Background: an optimization exercise with open tools, aiming at small area. Do not read the settings as production practice.
The RTL was checked by simulation tests, not by an equivalence proof against the original design.
Power and IR drop assume default switching activity.

## rev 12
==> flow/design.v (excerpt) <==
module top #(
  parameter WIDTH = 16
  ) (
    input    clk,
    input    rst,
    input    data_in_i1,         
    input    data_in_u1,
    input    data_in_i2,
    input    data_in_u2,
    input    data_in_i3,
    input    data_in_u3,
    output   mclkin,             
    output   word_clk,           
    output   [WIDTH - 1 :0]  data_i1,
    output   [WIDTH - 1 :0]  data_u1,
    output   [WIDTH - 1 :0]  data_i2,
    output   [WIDTH - 1 :0]  data_u2,
    output   [WIDTH - 1 :0]  data_i3,
    output   [WIDTH - 1 :0]  data_u3
);
  wire [1:0]  role;
  wire [7:0]  p0;
  wire        cap, word_rise, clr, ext, pshift, wzero;
  wire [15:0] w;
  wire [5:0]  mdat;
  clk_div_4 ctrl (
    .clk(clk), .rst(rst),
    .clk_div_4(mclkin), .word_clk(word_clk),
    .role(role), .p0(p0),
    .cap(cap), .word_rise(word_rise),
    .clr(clr), .ext(ext), .pshift(pshift), .wzero(wzero)
  );
  word_clk kernel (
    .clk(clk), .rst(rst), .cap(cap),
    .role(role), .p0(p0), .wzero(wzero), .w(w)
  );
  data_adc SIGMA_DELTA_DATA (
    .clk(clk), .cap(cap),
    .din({data_in_u3, data_in_i3, data_in_u2, data_in_i2, data_in_u1, data_in_i1}),
    .mdat(mdat)
  );
  wire [15:0] dout [0:5];
  genvar g;
  generate
    for (g = 0; g < 6; g = g + 1) begin : ch
      filter_sinc3 f (
        .clk(clk), .rst(rst),
        .x(mdat[g]), .w(w),
        .clr(clr), .ext(ext), .pshift(pshift), .word_rise(word_rise),
  ...
clock: 10.0 ns
lec_check: 0
cap_margin: 20
core_margin: 2
core_utilization: 60
cts_buf_list: sky130_fd_sc_hd__clkbuf_8
cts_cluster_diameter: 50
cts_cluster_size: 20
place_density: 0.75
slew_margin: 20
run.sh (not shown) runs the stock make flow with config.mk's settings and CLKGATE_MAP_FILE= SYNTH_SCRIPT=/design/flow/synth_recipe.tcl, a recipe that flattens the netlist after the stock synthesis.
Modified inputs, rev 13 compared to rev 12
# rev 12
export LEC_CHECK = 0
export CAP_MARGIN = 20
export CORE_MARGIN = 2
export CORE_UTILIZATION = 60
export CTS_BUF_LIST = sky130_fd_sc_hd__clkbuf_8
export CTS_CLUSTER_DIAMETER = 50
export CTS_CLUSTER_SIZE = 20
export PLACE_DENSITY = 0.75
export SLEW_MARGIN = 20
create_clock -name core_clock -period 10.0 [get_ports {clk}]
# rev 13
export LEC_CHECK = 0
export CAP_MARGIN = 20
export CORE_MARGIN = 2
export CORE_UTILIZATION = 40
export PLACE_DENSITY = 0.6
export SLEW_MARGIN = 20
create_clock -name core_clock -period 10.0 [get_ports {clk}]
[summary]
- Rev 13 reached the final stage; the timing, DRC and antenna checks on its layout passed.
- Diff rev 12 -> rev 13 | post-detailed-routing wire length | up by a little under 10%
- As far as post-synthesis cell count goes, rev 12 and rev 13 are indistinguishable; the numbers are identical.
- On proportion of cell area occupied by multi-input gates, the higher figure sits with rev 12, not rev 13.
- The proportion of layout cells with a drive suffix above 1 number comes out lower for rev 12 vs rev 13.
- When rev 13 is measured against rev 12, its measured slew at the worst slew-check pin turns out 62 ps higher.
- Non-clock buffer count, rev 12 and rev 13: higher on rev 13
- Diff rev 12 and rev 13: global-route usage higher in rev 12
- Comparing rev 12 against rev 13, there is no change at all in area of all sequential standard cells.
- Compared to rev 12, rev 13 has count of placed standard cells in the final layout, fillers left out 398 higher.

========
top, a different RTL version from the one above (not shown whole).
Size in the first run: roughly 1,800 cells after synthesis, ~900 flip-flops, ~110 I/O pins.
==> flow/config.mk <==
export PLATFORM = sky130hd
export DESIGN_NAME = top
export DESIGN_NICKNAME = top
export VERILOG_FILES = /design/flow/design.v
export SDC_FILE = /design/flow/constraint.sdc
export NUM_CORES = 4
export LEC_CHECK = 0
export CAP_MARGIN = 20
export CORE_MARGIN = 2
export CORE_UTILIZATION = 65
export PLACE_DENSITY = 0.7
export SLEW_MARGIN = 20
==> flow/constraint.sdc <==
create_clock -name core_clock -period 10.0 [get_ports {clk}]
set_input_delay 2.0000 -clock core_clock [delete_from_list [all_inputs] [get_ports {clk}]]
set_output_delay 2.0000 -clock core_clock [all_outputs]
set_load 0.01 [all_outputs]
standard.sh (not shown) runs the stock make flow with config.mk's settings and CLKGATE_MAP_FILE= SYNTH_SCRIPT=/design/flow/synth_recipe.tcl, a recipe that flattens the netlist after the stock synthesis.
==> flow/flow/run.sh <==
#!/bin/bash
# Standard layout with three changes: port buffers use the smallest buffer,
# the clock tree uses clkbuf_8 with clusters of up to 20 sinks, and CTS adds
# no dummy loads.  Each tool's output goes to the ORFS logs under orfs/logs/;
# this script's own output goes to flow.log.
set -euo pipefail
export BUFFER_PORTS_ARGS="-buffer_cell sky130_fd_sc_hd__buf_1"
export CTS_ARGS="-sink_clustering_enable -repair_clock_nets -dont_use_dummy_load -buf_list sky130_fd_sc_hd__clkbuf_8 -sink_clustering_size 20 -sink_clustering_max_diameter 50"
bash standard.sh > flow.log 2>&1
==> next run, changes <==
- CORE_UTILIZATION: 65 -> 60
- PLACE_DENSITY: 0.7 -> 0.75
Effect:
- The new run completed with no timing, DRC or antenna violations
- synthesized cell count stays the same
- power barely changes
- sequential share of layout area hardly moves
- routed wire length goes down by 1.5%
- setup slack improved by 0.011 ns
==> next run, changes <==
--- a/flow/flow/run.sh
+++ b/flow/flow/run.sh
@@ -6,4 +6,4 @@
 set -euo pipefail
 export BUFFER_PORTS_ARGS="-buffer_cell sky130_fd_sc_hd__buf_1"
-export CTS_ARGS="-sink_clustering_enable -repair_clock_nets -dont_use_dummy_load -buf_list sky130_fd_sc_hd__clkbuf_8 -sink_clustering_size 20 -sink_clustering_max_diameter 50"
+export CTS_ARGS="-sink_clustering_enable -repair_clock_nets -dont_use_dummy_load -buf_list sky130_fd_sc_hd__clkbuf_4 -sink_clustering_size 10 -sink_clustering_max_diameter 40"
 bash standard.sh > flow.log 2>&1
Die area does not change.
Power hardly moves.
Wire length is higher by 1.0%.
Utilization is about the same.
Setup slack is worse by 0.027 ns.
Sequential cell count is unchanged.
Final area hardly moves.
Global-route usage is higher by 0.42 points.
Final cell count is higher by 2.0%.
Synthesized area stays the same.
Clock-buffer cell count is higher by 49.
==> next run, changes <==
--- a/flow/flow/run.sh
+++ b/flow/flow/run.sh
@@ -6,4 +6,4 @@
 set -euo pipefail
 export BUFFER_PORTS_ARGS="-buffer_cell sky130_fd_sc_hd__buf_1"
-export CTS_ARGS="-sink_clustering_enable -repair_clock_nets -dont_use_dummy_load -buf_list sky130_fd_sc_hd__clkbuf_4 -sink_clustering_size 10 -sink_clustering_max_diameter 40"
+export CTS_ARGS="-sink_clustering_enable -repair_clock_nets -dont_use_dummy_load -buf_list sky130_fd_sc_hd__clkbuf_8 -sink_clustering_size 20 -sink_clustering_max_diameter 50"
 bash standard.sh > flow.log 2>&1
- GPL_TIMING_DRIVEN: default -> 0
The changed run completed with no timing, DRC or antenna violations.
Fmax is lower by 0.77%.
Global-route usage is higher by 1.3 points.
Synthesized cell count stays the same.
Clock-buffer cell count is lower by 49.
Non-clock buffer count is higher by 44.
Utilization is higher by 0.92 points.

========
top, a different RTL version from the one above (not shown whole).
For scale: roughly 1,800 cells after synthesis, roughly 110 I/O pins, ~27,000 um2 of cells after synthesis.
Settings: LEC_CHECK=0, CAP_MARGIN=20, CORE_MARGIN=2, CORE_UTILIZATION=60, PLACE_DENSITY=0.75, SLEW_MARGIN=20; clock period 10.0 ns.
==> flow/flow/run.sh <==
#!/bin/bash
# Standard layout with three changes: port buffers use the smallest buffer,
# the clock tree uses clkbuf_8 with clusters of up to 20 sinks, and CTS adds
# no dummy loads.  Each tool's output goes to the ORFS logs under orfs/logs/;
# this script's own output goes to flow.log.
set -euo pipefail
export BUFFER_PORTS_ARGS="-buffer_cell sky130_fd_sc_hd__buf_1"
export CTS_ARGS="-sink_clustering_enable -repair_clock_nets -dont_use_dummy_load -buf_list sky130_fd_sc_hd__clkbuf_8 -sink_clustering_size 20 -sink_clustering_max_diameter 70"
bash standard.sh > flow.log 2>&1
Then changed:
--- a/flow/flow/run.sh
+++ b/flow/flow/run.sh
@@ -8 +8 @@
-export CTS_ARGS="-sink_clustering_enable -repair_clock_nets -dont_use_dummy_load -buf_list sky130_fd_sc_hd__clkbuf_8 -sink_clustering_size 20 -sink_clustering_max_diameter 70"
+export CTS_ARGS="-sink_clustering_enable -repair_clock_nets -dont_use_dummy_load -buf_list sky130_fd_sc_hd__clkbuf_8 -sink_clustering_size 26 -sink_clustering_max_diameter 40"
Effect:
- core utilization increases by 1.1 points
- flip-flop and latch count does not change
- cell area grows slightly
- hold slack loses 0.028 ns
- synthesized area is unchanged
- non-clock buffer count does not change
Then changed:
==> flow/run.sh (new file) <==
#!/bin/bash
# synth_recipe.tcl (not shown) runs the flow's synth.tcl, then flattens the netlist and writes it again
# the make line also repeats each setting of config.mk as NAME=value (left out here)
make -C /OpenROAD-flow-scripts/flow DESIGN_CONFIG=/design/flow/config.mk WORK_HOME=/design/flow/orfs CLKGATE_MAP_FILE= SYNTH_SCRIPT=/design/flow/synth_recipe.tcl finish
CTS_BUF_LIST = sky130_fd_sc_hd__clkbuf_8   (was unset)
CTS_CLUSTER_DIAMETER = 50   (was unset)
CTS_CLUSTER_SIZE = 20   (was unset)
removed: flow/flow/run.sh
removed: flow/standard.sh
Clock-buffer cell count is lower by 24. Die area stays the same. Critical path depth increases by 1. Utilization came out higher by 1.7 points. Total power is about the same. First-iteration DRC count is about the same. Non-clock buffer count rose by 4. Maximum frequency barely changes. Synthesized area is unchanged. Register-to-register slack improved by 0.03 ns.
Then changed:
==> flow/flow/run.sh (new file) <==
#!/bin/bash
# Standard layout with three changes: port buffers use the smallest buffer,
# the clock tree uses clkbuf_8 with clusters of up to 20 sinks, and CTS adds
# no dummy loads.  Each tool's output goes to the ORFS logs under orfs/logs/;
# this script's own output goes to flow.log.
set -euo pipefail
export BUFFER_PORTS_ARGS="-buffer_cell sky130_fd_sc_hd__buf_1"
export CTS_ARGS="-sink_clustering_enable -repair_clock_nets -dont_use_dummy_load -buf_list sky130_fd_sc_hd__clkbuf_8 -sink_clustering_size 20 -sink_clustering_max_diameter 100"
bash standard.sh > flow.log 2>&1
==> flow/standard.sh (new file) <==
#!/bin/bash
# synth_recipe.tcl (not shown) runs the flow's synth.tcl, then flattens the netlist and writes it again
# the make line also repeats each setting of config.mk as NAME=value (left out here)
make -C /OpenROAD-flow-scripts/flow DESIGN_CONFIG=/design/flow/config.mk WORK_HOME=/design/flow/orfs CLKGATE_MAP_FILE= SYNTH_SCRIPT=/design/flow/synth_recipe.tcl "${@:-finish}"
CTS_BUF_LIST = unset   (was sky130_fd_sc_hd__clkbuf_8)
CTS_CLUSTER_DIAMETER = unset   (was 50)
CTS_CLUSTER_SIZE = unset   (was 20)
removed: flow/run.sh
The changed run completed without violations.
Via count decreases by 0.98%.
Utilization decreases by 2.8 points.
Count of clock-buffer cells in the layout decreases by 13.
Then changed:
--- a/flow/flow/run.sh
+++ b/flow/flow/run.sh
@@ -8 +8 @@
-export CTS_ARGS="-sink_clustering_enable -repair_clock_nets -dont_use_dummy_load -buf_list sky130_fd_sc_hd__clkbuf_8 -sink_clustering_size 20 -sink_clustering_max_diameter 100"
+export CTS_ARGS="-sink_clustering_enable -repair_clock_nets -dont_use_dummy_load -buf_list sky130_fd_sc_hd__clkbuf_8 -sink_clustering_size 20 -sink_clustering_max_diameter 50"
What happened: Utilization increases by 0.17 points; wire length increases by about 0.6%; die area is unchanged; final cell count stays flat; combinational power increases by about 1%; worst hold slack degrades by 0.048 ns.
Then changed:
==> flow/flow/run.sh (replaced) <==
#!/bin/bash
# Standard layout with these changes: after the standard synthesis, its
# combinational logic is mapped again for area (flow/resynth.tcl; registers
# and adder cells are kept as they are); port buffers use the smallest
# buffer; the clock tree uses clkbuf_8 with clusters of up to 20 sinks and
# no dummy loads.  Each tool's output goes to a log file in this folder
# (synth.log, resynth.log, flow.log) and to ORFS's own logs under orfs/logs/.
set -euo pipefail
export BUFFER_PORTS_ARGS="-buffer_cell sky130_fd_sc_hd__buf_1"
export CTS_ARGS="-sink_clustering_enable -repair_clock_nets -dont_use_dummy_load -buf_list sky130_fd_sc_hd__clkbuf_8 -sink_clustering_size 20 -sink_clustering_max_diameter 50"

R=orfs/results/$FLOW_PLATFORM/top/base
bash standard.sh synth > synth.log 2>&1
cp $R/1_2_yosys.v $R/1_2_yosys_standard.v

PLAT=$FLOW_HOME/platforms/$FLOW_PLATFORM
export LIB=$PLAT/lib/sky130_fd_sc_hd__tt_025C_1v80.lib
export DONT_USE_ARGS="$(sed -n '/DONT_USE_CELLS += /,/^#/p' $PLAT/config.mk | grep -o 'sky130_fd_sc_hd__[A-Za-z0-9_]*' | sed 's/^/-dont_use /' | tr '\n' ' ')"
export STD_NETLIST=$R/1_2_yosys_standard.v
export OUT_NETLIST=$R/1_2_yosys.v
export ABC_SCRIPT=$PWD/flow/area.abc
yosys -c flow/resynth.tcl > resynth.log 2>&1
rm -f $R/1_synth.odb $R/1_synth.sdc
bash standard.sh > flow.log 2>&1
==> flow/flow/area.abc (new file) <==
&get -n
&st
&syn2
&dch -f
&nf -a -R 1000
&put
==> flow/flow/resynth.tcl (new file) <==
# Re-map the combinational logic of the standard synthesis for area.  The
# registers, full/half adders and tie cells stay the cell instances the
# standard synthesis made, with their names; every other cell is read as its
# liberty function and mapped again by ABC with an area-oriented script.
yosys read_liberty -ignore_miss_func $::env(LIB)
yosys read_verilog $::env(STD_NETLIST)
yosys hierarchy -top $::env(FLOW_TOP)
yosys setattr -mod -set keep_hierarchy 1 sky130_fd_sc_hd__df* sky130_fd_sc_hd__edf* sky130_fd_sc_hd__fa_* sky130_fd_sc_hd__ha_* sky130_fd_sc_hd__conb_*
yosys flatten
yosys opt_clean
yosys techmap
yosys opt -fast
yosys abc -liberty $::env(LIB) {*}$::env(DONT_USE_ARGS) -script $::env(ABC_SCRIPT)
yosys opt_clean -purge
yosys select $::env(FLOW_TOP)
yosys write_verilog -noattr -nohex -nodec -selected $::env(OUT_NETLIST)
=> Critical path depth grows by 2; clock power is about the same; routed wire length stays flat; register-to-register slack is better by 0.16 ns; final area came out higher by 1.4%; die area went down by 1.5%; synthesized cell count is lower by 8.1%; via count went down by 0.97%; power shrinks by 0.32%; first-iteration DRC count came out higher by about 21%; synthesized area falls by 1.5%.

========
== the reference run ==
top, a different RTL version from the one above (not shown whole).
Size in the first run: roughly 2000 cells after synthesis, ~900 flip-flops, about 110 I/O pins, roughly 28000 µm² of cells after synthesis.
clock: 10.0 ns
lec_check: 0
cap_margin: 20
core_margin: 2
core_utilization: 60
place_density: 0.75
slew_margin: 20
==> flow/flow/run.sh <==
#!/bin/bash
# Standard layout with three changes: port buffers use the smallest buffer,
# the clock tree uses clkbuf_8 with clusters of up to 20 sinks, and CTS adds
# no dummy loads.  Each tool's output goes to the ORFS logs under orfs/logs/;
# this script's own output goes to flow.log.
set -euo pipefail
export BUFFER_PORTS_ARGS="-buffer_cell sky130_fd_sc_hd__buf_1"
export CTS_ARGS="-sink_clustering_enable -repair_clock_nets -dont_use_dummy_load -buf_list sky130_fd_sc_hd__clkbuf_8 -sink_clustering_size 20 -sink_clustering_max_diameter 50"
bash standard.sh > flow.log 2>&1
#### Input delta (the trial run over the reference run)
# the reference run
export LEC_CHECK = 0
export CAP_MARGIN = 20
export CORE_MARGIN = 2
export CORE_UTILIZATION = 60
export PLACE_DENSITY = 0.75
export SLEW_MARGIN = 20
create_clock -name core_clock -period 10.0 [get_ports {clk}]
# the trial run
export LEC_CHECK = 0
export CAP_MARGIN = 20
export CORE_MARGIN = 2
export CORE_UTILIZATION = 75
export PLACE_DENSITY = 0.88
export SLEW_MARGIN = 20
create_clock -name core_clock -period 10.0 [get_ports {clk}]
### Flow results
Between the reference run and the trial run, clock skew decreased.
From the reference run to the trial run the numbers moved as follows: final cell count without fillers now smaller, final critical path time including I/O delays and setup saw an increase, count of clock-buffer cells in the layout moved down.
Between the trial run and the reference run, the difference in reported leakage power is negligible.
There was hardly any difference in multi-input logic cell count between the reference run and the trial run.
Sort the trial run and the reference run by die extent in y asc -> top: the trial run
Max placed cell area across the trial run and the reference run: the reference run

==> afterwards: timing with drivers on the ports <==
No port has a modelled driver above. Below, the same layouts with a new extraction and two added sets of constraints. Step 1 (the two cells are an assumption about what drives the block):
set clk [get_ports {clk}]
set_driving_cell -lib_cell sky130_fd_sc_hd__clkbuf_16 $clk
set_driving_cell -lib_cell sky130_fd_sc_hd__buf_2 [delete_from_list [all_inputs] $clk]
Step 2 adds t to the input delays and takes it off the output delays; t is the mean of the earliest and latest rising clock arrival at the registers after step 1. Input paths then give back, and output paths get back, about the clock's delay inside the block. Three values: ideal ports, drivers, drivers and shift; two values: the first two.
| run | t, ns | setup slack, ns | worst slew at a driven data input, ns |
|---|---|---|---|
| rev 12 | 0.734 | 0.539 / 0.539 / 0.539 | 0.04 |
| rev 13 | 0.687 | 0.543 / 0.543 / 0.543 | 0.03 |
| the first run of note 2 | 0.700 | 0.359 / 0.359 / 0.359 | 0.03 |
| the second run of note 2 | 0.694 | 0.371 / 0.371 / 0.371 | 0.04 |
| the third run of note 2 | 0.852 | 0.344 / 0.344 / 0.344 | 0.04 |
| the fourth run of note 2 | 0.686 | 0.268 / 0.268 / 0.268 | 0.03 |
| the first run of note 3 | 0.683 | 0.374 / 0.374 / 0.374 | 0.05 |
| the second run of note 3 | 0.686 | 0.372 / 0.372 / 0.372 | 0.05 |
| the third run of note 3 | 0.732 | 0.399 / 0.399 / 0.399 | 0.04 |
| the fourth run of note 3 | 0.699 | 0.385 / 0.385 / 0.385 | 0.05 |
| the fifth run of note 3 | 0.690 | 0.351 / 0.351 / 0.351 | 0.05 |
| the sixth run of note 3 | 0.700 | 0.506 / 0.506 / 0.506 | 0.03 |
| the reference run | 0.686 | 0.421 / 0.421 / 0.421 | 0.03 |
| the trial run | 0.692 | 0.217 / 0.217 / 0.217 | 0.03 |
After both steps setup and hold are still met in every run listed.
